Source: an optimization exercise on an open RTL-to-GDS flow (aim: small area). Production flows keep margins and buffers that such runs may drop. Function was checked by simulation only, so behaviour that the tests miss may differ from the original.

**flow/run.sh**
```bash
#!/bin/bash
# synth_recipe.tcl (not shown) runs the flow's synth.tcl, then flattens the netlist and writes it again
# the make line also repeats each setting of config.mk as NAME=value (left out here)
make -C /OpenROAD-flow-scripts/flow DESIGN_CONFIG=/design/flow/config.mk WORK_HOME=/design/flow/orfs CLKGATE_MAP_FILE= SYNTH_SCRIPT=/design/flow/synth_recipe.tcl finish
```
**flow/config.mk**
```make
export PLATFORM = sky130hd
export DESIGN_NAME = motor1stab
export DESIGN_NICKNAME = motor1stab
export VERILOG_FILES = /design/flow/design.v
export SDC_FILE = /design/flow/constraint.sdc
export NUM_CORES = 4
export LEC_CHECK = 0
export CAP_MARGIN = 20
export CORE_MARGIN = 2
export CORE_UTILIZATION = 40
export SLEW_MARGIN = 20
```
**flow/constraint.sdc**
```tcl
create_clock -name core_clock -period 40.0 [get_ports {clk}]
set_input_delay 8.0000 -clock core_clock [delete_from_list [all_inputs] [get_ports {clk}]]
set_output_delay 8.0000 -clock core_clock [all_outputs]
set_load 0.01 [all_outputs]
```
**flow/design.v**
```verilog
module motor1stab(clk, rst,
m1in, m2in, m3in, m4in, ch6ratio, ch3ratio,
m1ratio,m2ratio,m3ratio,m4ratio);
input [10:0] m1in, m2in, m3in, m4in,  ch6ratio, ch3ratio;
input clk,rst;
output [10:0] m1ratio,m2ratio,m3ratio,m4ratio;
reg [10:0] m1ratio,m2ratio,m3ratio,m4ratio;
reg [31:0] counter;
reg [31:0] tempcounter;
reg [31:0] seconds;		
reg[3:0]S;	 
reg[3:0]NS;  
reg[31:0]count1;
reg[16:0]count2;
reg[16:0]count3;
reg[16:0]count4;
reg[16:0]count5;
reg[16:0]cnt1;
reg[16:0]cnt2;
reg[16:0]cnt3;
reg[16:0]cnt4;
reg[16:0]cnt5;
reg[16:0]cnt6;
reg[16:0]cnt7;
reg[16:0]cnt8;
reg [16:0] second;
reg [10:0] tempm1;
reg [10:0] tempm2;
reg [10:0] tempm3;
reg [10:0] tempm4;
reg [10:0] m1dif;
reg [10:0] m2dif;
reg [10:0] m3dif;
reg [10:0] m4dif;
reg [10:0] m1dif1;
reg [10:0] m2dif1;
reg [10:0] m3dif1;
reg [10:0] m4dif1;
reg [10:0] m1dif2;
reg [10:0] m2dif2;
reg [10:0] m3dif2;
reg [10:0] m4dif2;
reg [10:0] m1dif3;
reg [10:0] m2dif3;
reg [10:0] m3dif3;
reg [10:0] m4dif3;
reg [10:0] tempch6;
reg [10:0] tempx;
reg [10:0] tempy;
reg [10:0] tempz;
reg [10:0] m1deri;
reg [10:0] m2deri;
reg [10:0] m3deri;		 
reg [10:0] m4deri;
reg [10:0] m1deri2;
reg [10:0] m2deri2;	 
reg [10:0] m3deri2;
reg [10:0] m4deri2;
reg [12:0] m2avg;
reg [12:0] m3avg;
parameter	
			START					= 4'd0,
			GETMOTOR2 			= 4'd2,
			GETMOTOR3 			= 4'd3,
			ADJUSTMOTOR1		= 4'd4,
			ADJUSTMOTOR2		= 4'd5;			
always @(posedge clk or negedge rst)
if (rst == 1'b0)
begin
	NS <= START;
	cnt1 <= 17'd0;
	cnt2 <= 17'd0;
end
else
begin
	case(S)
		START:
			begin
			cnt1<=second;
			cnt2<=second;
				NS <= GETMOTOR2;
		end
		GETMOTOR2:
		begin
		cnt1 <= seconds;
		cnt2 <= 31'd0;
				if (((m1dif3!=m1dif2)||(m2dif3!=m2dif2)||(m2dif3!=m2dif2)||(m2dif3!=m2dif2))||(seconds>(cnt1+1)))
				NS <= ADJUSTMOTOR1;
		end
		GETMOTOR3:
		begin
		cnt2 <= seconds;
		cnt1 <= 31'd0;
				if ((m1dif3!=m1dif2)||(m2dif3!=m2dif2)||(m2dif3!=m2dif2)||(m2dif3!=m2dif2)||(seconds>(cnt2+1)))
				NS <= ADJUSTMOTOR2;	
		end
		ADJUSTMOTOR1:
		begin
			NS <= GETMOTOR3;	
		end
		ADJUSTMOTOR2:
		begin
			NS <= GETMOTOR2;	
		end
		default:
		begin
		NS <= START;
		end
	endcase
end
always @(posedge clk or negedge rst)
begin
	if (rst == 1'b0)
	begin
		S <= START;
		counter <= 32'd0;
		second <= 32'd0;
		tempcounter <= 32'd0;
		seconds <= 32'd0;
	end
	else
	begin
		S <= NS;		
counter <= counter +1;
if (counter == (32'd50000))
begin						
tempcounter <= 32'd0;
seconds <= seconds + 1'b1;
counter <= 32'b0;	
end
end
end
reg [10:0] m1dif2_q;
reg [10:0] m2dif2_q;
reg [10:0] m3dif2_q;
reg [10:0] m4dif2_q;
reg [10:0] m1dif3_q;
reg [10:0] m2dif3_q;
reg [10:0] m3dif3_q;
reg [10:0] m4dif3_q;
reg [10:0] m1deri_q;
reg [10:0] m2deri_q;
reg [10:0] m3deri_q;
reg [10:0] m4deri_q;
reg [10:0] m1deri2_q;
reg [10:0] m2deri2_q;
reg [10:0] m3deri2_q;
reg [10:0] m4deri2_q;
reg [10:0] m1ratio_q;
reg [10:0] m2ratio_q;
reg [10:0] m3ratio_q;
reg [10:0] m4ratio_q;
reg [12:0] m2avg_q;
reg [12:0] m3avg_q;
always @(posedge clk or negedge rst)
if (rst == 1'b0)
begin
	m1dif2_q <= 11'd0;
	m2dif2_q <= 11'd0;
	m3dif2_q <= 11'd0;
	m4dif2_q <= 11'd0;
	m1dif3_q <= 11'd0;
	m2dif3_q <= 11'd0;
	m3dif3_q <= 11'd0;
	m4dif3_q <= 11'd0;
	m1deri_q <= 11'd0;
	m2deri_q <= 11'd0;
	m3deri_q <= 11'd0;
	m4deri_q <= 11'd0;
	m1deri2_q <= 11'd0;
	m2deri2_q <= 11'd0;
	m3deri2_q <= 11'd0;
	m4deri2_q <= 11'd0;
	m1ratio_q <= 11'd0;
	m2ratio_q <= 11'd0;
	m3ratio_q <= 11'd0;
	m4ratio_q <= 11'd0;
	m2avg_q <= 13'd0;
	m3avg_q <= 13'd0;
end
else
begin
	m1dif2_q <= m1dif2;
	m2dif2_q <= m2dif2;
	m3dif2_q <= m3dif2;
	m4dif2_q <= m4dif2;
	m1dif3_q <= m1dif3;
	m2dif3_q <= m2dif3;
	m3dif3_q <= m3dif3;
	m4dif3_q <= m4dif3;
	m1deri_q <= m1deri;
	m2deri_q <= m2deri;
	m3deri_q <= m3deri;
	m4deri_q <= m4deri;
	m1deri2_q <= m1deri2;
	m2deri2_q <= m2deri2;
	m3deri2_q <= m3deri2;
	m4deri2_q <= m4deri2;
	m1ratio_q <= m1ratio;
	m2ratio_q <= m2ratio;
	m3ratio_q <= m3ratio;
	m4ratio_q <= m4ratio;
	m2avg_q <= m2avg;
	m3avg_q <= m3avg;
end
always @(*)
begin
m1dif2 = m1dif2_q;
m2dif2 = m2dif2_q;
m3dif2 = m3dif2_q;
m4dif2 = m4dif2_q;
m1dif3 = m1dif3_q;
m2dif3 = m2dif3_q;
m3dif3 = m3dif3_q;
m4dif3 = m4dif3_q;
m1deri = m1deri_q;
m2deri = m2deri_q;
m3deri = m3deri_q;
m4deri = m4deri_q;
m1deri2 = m1deri2_q;
m2deri2 = m2deri2_q;
m3deri2 = m3deri2_q;
m4deri2 = m4deri2_q;
m1ratio = m1ratio_q;
m2ratio = m2ratio_q;
m3ratio = m3ratio_q;
m4ratio = m4ratio_q;
m2avg = m2avg_q;
m3avg = m3avg_q;
case (S)
	START:
		begin
m1dif3 = m1in;
m2dif3 = m2in;
m3dif3 = m3in;
m4dif3 = m4in;
		end
		GETMOTOR2:
		begin		
m1dif2 = m1in;
m2dif2 = m2in;
m3dif2 = m3in;
m4dif2 = m4in;
m1deri = (m1dif3-m1dif2);
m2deri = (m2dif3-m2dif2);
m3deri = (m3dif3-m3dif2);
m4deri = (m4dif3-m4dif2);				
		end
	GETMOTOR3:
		begin
m1dif3 = m1in;
m2dif3 = m2in;
m3dif3 = m3in;
m4dif3 = m4in;
m1deri2 = (m1dif2-m1dif3);
m2deri2 = (m2dif2-m2dif3);
m3deri2 = (m3dif2-m3dif3);
m4deri2 = (m4dif2-m4dif3);		
		end
	ADJUSTMOTOR1:
		begin
		if (ch3ratio<50)
		begin
		m1ratio = 0;
		m2ratio = 0;
		m3ratio = 0;
		m4ratio = 0;
		end
		else
		begin
		m2avg = ((m1dif2+m2dif2+m3dif2+m4dif2)/4);
		if ((m1dif2>m2avg)&&(m1deri>0))
		m1ratio = (m1in-((m1deri*ch6ratio)/50));
		else
		m1ratio = m1in;
		if ((m2dif2>m2avg)&&(m2deri>0))
		m2ratio = (m2in-((m2deri*ch6ratio)/50));
		else
		m2ratio = m2in;
		if ((m3dif2>m2avg)&&(m3deri>0))
		m3ratio = (m3in-((m3deri*ch6ratio)/50));
		else
		m3ratio = m3in;
		if ((m4dif2>m2avg)&&(m4deri>0))
		m4ratio = (m4in-((m4deri*ch6ratio)/50));
		else
		m4ratio = m4in;
		end
		end
		ADJUSTMOTOR2:
		begin
		if (ch3ratio<50)
		begin
		m1ratio = 0;
		m2ratio = 0;
		m3ratio = 0;
		m4ratio = 0;
		end
		else
		begin
		m3avg = ((m1dif3+m2dif3+m3dif3+m4dif3)/4);
		if ((m1dif3>m3avg)&&(m1deri2>0))
		m1ratio = (m1in-((m1deri2*ch6ratio)/50));
		else
		m1ratio = m1in;
		if ((m2dif3>m3avg)&&(m2deri2>0))
		m2ratio = (m2in-((m2deri2*ch6ratio)/50));
		else
		m2ratio = m2in;
		if ((m3dif3>m3avg)&&(m3deri2>0))
		m3ratio = (m3in-((m3deri2*ch6ratio)/50));
		else
		m3ratio = m3in;
		if ((m4dif3>m3avg)&&(m4deri2>0))
		m4ratio = (m4in-((m4deri2*ch6ratio)/50));
		else
		m4ratio = m4in;
		end
		end
	endcase
end
endmodule
```
==> notes.md <==
==> critical path: cells and delay by family <==
kind                     cells  cell delay (ps)
AO/OA/AOI/OAI               36            10930
buffers and inverters        6             1790
AND/OR/NAND/NOR             11             2790
XOR/XNOR                     4             1920
multiplexers                 1              670
adder cells (fa/ha/maj)      9             3740
==> synthesized netlist by cell type, types with 93 or more instances <==
library cell,count,area share [%]
nand2_1,1094,4.9
and3_1,121,0.90
fa_1,700,17
nor4_1,93,0.69
clkbuf_1,411,1.8
nand4_1,93,0.69
ha_1,787,12
nor2_1,513,2.3
nand3_1,266,1.6
nand2b_1,108,0.80
xor2_1,220,2.3
inv_1,955,4.3
a21oi_1,475,2.8
dfrtp_1,324,9.7
a211oi_1,129,1.2
mux2i_1,114,1.4
nor3_1,211,1.3
o211ai_1,155,1.4
and2_1,637,4.7
a21o_1,308,2.8
a31oi_1,113,0.84
o21ai_0,590,3.5
xnor2_1,359,3.7
==> layer usage <==
metal | wire length [µm] | GRT usage, % | up-vias | share of wire, %
li1 | - | - | 37200 | -
met3 | 12000 | 2.46 | 339 | 4.9
met2 | 114000 | 37.7 | 2099 | 46
met1 | 112000 | 30.9 | 38400 | 45
met4 | 8250 | 6.83 | 16 | 3.3
met5 | 105 | 0 | - | 0.043
==> metrics by stage <==
stage | util, % | instance area (µm²) | cells | worst slack, ps | hold slack (ps)
CTS | 42.4 | 88600 | 13100 | 2380 | 355
floorplan | - | 84000 | 10600 | 7170 | 349
global route | 42.4 | 88600 | 13100 | 506 | 369
detailed placement | 41.7 | 87300 | 13100 | 2460 | 359
global placement | 41.7 | 87200 | 13100 | 2790 | 353
finish | 42.4 | 88700 | 13100 | 2070 | 353
==> sequential cells by signal, summed over array words and instances (netlist names), 17 cells and up <==
name     count
cnt2        17
cnt1        17
seconds     32
counter     32
==> layout make-up <==
cell class	instances	area (µm²)	area share (%)
flip-flops and latches	324	8110	9.15
clock inverters	15	250	0.282
well taps	2805	3510	3.96
inverters	962	3610	4.07
clock buffers	55	1110	1.25
diodes	10	25.0	0.0282
multi-input cells	8797	70500	79.5
repair buffers	177	1580	1.79
==> layout by cell type (no fill, tap or decap), drive strengths merged, types with 108 or more instances in the layout <==
cell type / count
o211ai: 160
nor3: 217
a21oi: 487
nand3: 266
xnor2: 368
nor2: 516
mux2i: 117
nand2: 1097
o21ai: 640
a31oi: 120
a21o: 308
nand2b: 108
and3: 121
xor2: 222
dfrtp: 324
ha: 787
a211oi: 139
and2: 643
fa: 700
inv: 966
==> final timing paths <==
kind                        startpoint             to  cells past startpoint
setup / recovery           ch6ratio[7]    m4ratio[10]                     67
hold / removal                   NS[0]           S[0]                      0
setup reg to reg           m4deri_q[9]  m4ratio_q[10]                     64
hold reg to reg                  NS[0]           S[0]                      0
max in group asynchronous          rst    counter[30]                      3
min in group asynchronous          rst   m1ratio_q[0]                      1
==> cells by family after synthesis <==
family	Yosys count	share of synthesized area, %
and+or+nand+nor	3515	21.1
AOI/OAI and AO/OA	2975	25.1
adders and majority gates	1515	28.8
buffers and inverters	1440	6.54
xor gates and xnor gates	591	6.28
DFF	324	9.66
muxes	201	2.54
==> flow_summary.ini <==
[place]
dpl.hpwl_um = 194000
place_congestion = 0.910
port_buffers = 110

[clocking]
h-tree-depth = 2
root_buffer = clkbuf_16
cts.path.max_buffers = 3
post_cts_buffers = 0
cts_tree = yes
ctsResizeCount = 0
cts.sinks = 324
cts.clk_slew.worst_paths_ps = 60
clock_latency_ps = 610
hold_buffers = 0
numCtsBuffers = 40

[detailed_routing]
wl_um = 247000
vias = 78000
drtAntennaViolNets = 0
drcViolationCount = 0
routedWlPerCell_um = 18.8
drt_first_pass_iters = 7
drtIter0Drc = 5710
routed_via_density = 5.94

[sta]
hold_violations = 0
tightest_slew_ps = 1120
period_share_pct = 94.8
post-route-min-period_ps = 37930
slew_violations = 0
setup_viol = 0
fin_tns_setup_ps = 0
relSlewSlack_pct = 24.6
clock_skew_ps = 38.5
rsz0062_at_grt = no
fmax_mhz = 26.4

[setup_path]
cp-start-kind = input pin
cp_slowest_cell = xnor2_2
cp.arrival_ps = 29930
path_class = input pin to output port
path_common_cell = fa_1
cp_max_fo = 43
cpPeakStageDelay_ps = 850
crit_path_end_kind = output port
r2r_slack_ps = 18800
critPathRequiredTime_ps = 32000

[die]
coreArea_um2 = 209000
initial_utilization_pct = 40.1
die_w_um = 462
fp.dieH_um = 462
placementRows = 168
die_area_um2 = 214000
ios = 112

[synthesis]
synthArstFlopShare_pct = 100
synth_cell_types = 136
synth_edf_count = 0
ys_ff_latch = 324
yosysSeqAreaShare_pct = 9.66
synth_warnings = 1
mappedNetlistArea_um2 = 84000
syn_nets = 12100
avgSynthCellArea_um2 = 7.95
synth_cells = 10600
synth-main-ff-cell = dfrtp_1

[run]
drv_cap = 0

[global_route]
antenna_found_initial = 21
grt_pass1_wl_um = 404000
grt_max_degree = 111
overflow = 0
grt_pass1_vias = 75800
track_usage_pct = 22.7

[finish]
finalNetCount = 11900
drive_gt1_share_pct = 4.70
fill_cells = 21000
areaGrowthSynthToFinish_pct = 5.61

[hold_path]
hp-class = flip-flop to flip-flop

[outcome]
status = finished clean

static timing again, ports no longer ideal:
No port has a modelled driver above. Below, the same layout with a new extraction and two added sets of constraints. Step 1 (the two cells are an assumption about what drives the block):
set clk [get_ports {clk}]
set_driving_cell -lib_cell sky130_fd_sc_hd__clkbuf_16 $clk
set_driving_cell -lib_cell sky130_fd_sc_hd__buf_2 [delete_from_list [all_inputs] $clk]
Step 2 adds t to the input delays and takes it off the output delays; t is the mean of the earliest and latest rising clock arrival at the registers after step 1. Input paths then give back, and output paths get back, about the clock's delay inside the block. Three values: no drivers, after step 1, after step 2; two values: the first two.
t (ns): 0.679
setup slack, ns: 2.067 / 2.041 / 2.041
hold WS [ns]: 0.353 / 0.353 / 0.353
pins driven straight from the clock port: 1
After both steps this run still meets setup and hold. The setup slack of this run moves by -0.026 ns with the drivers and by -0.026 ns with both steps.
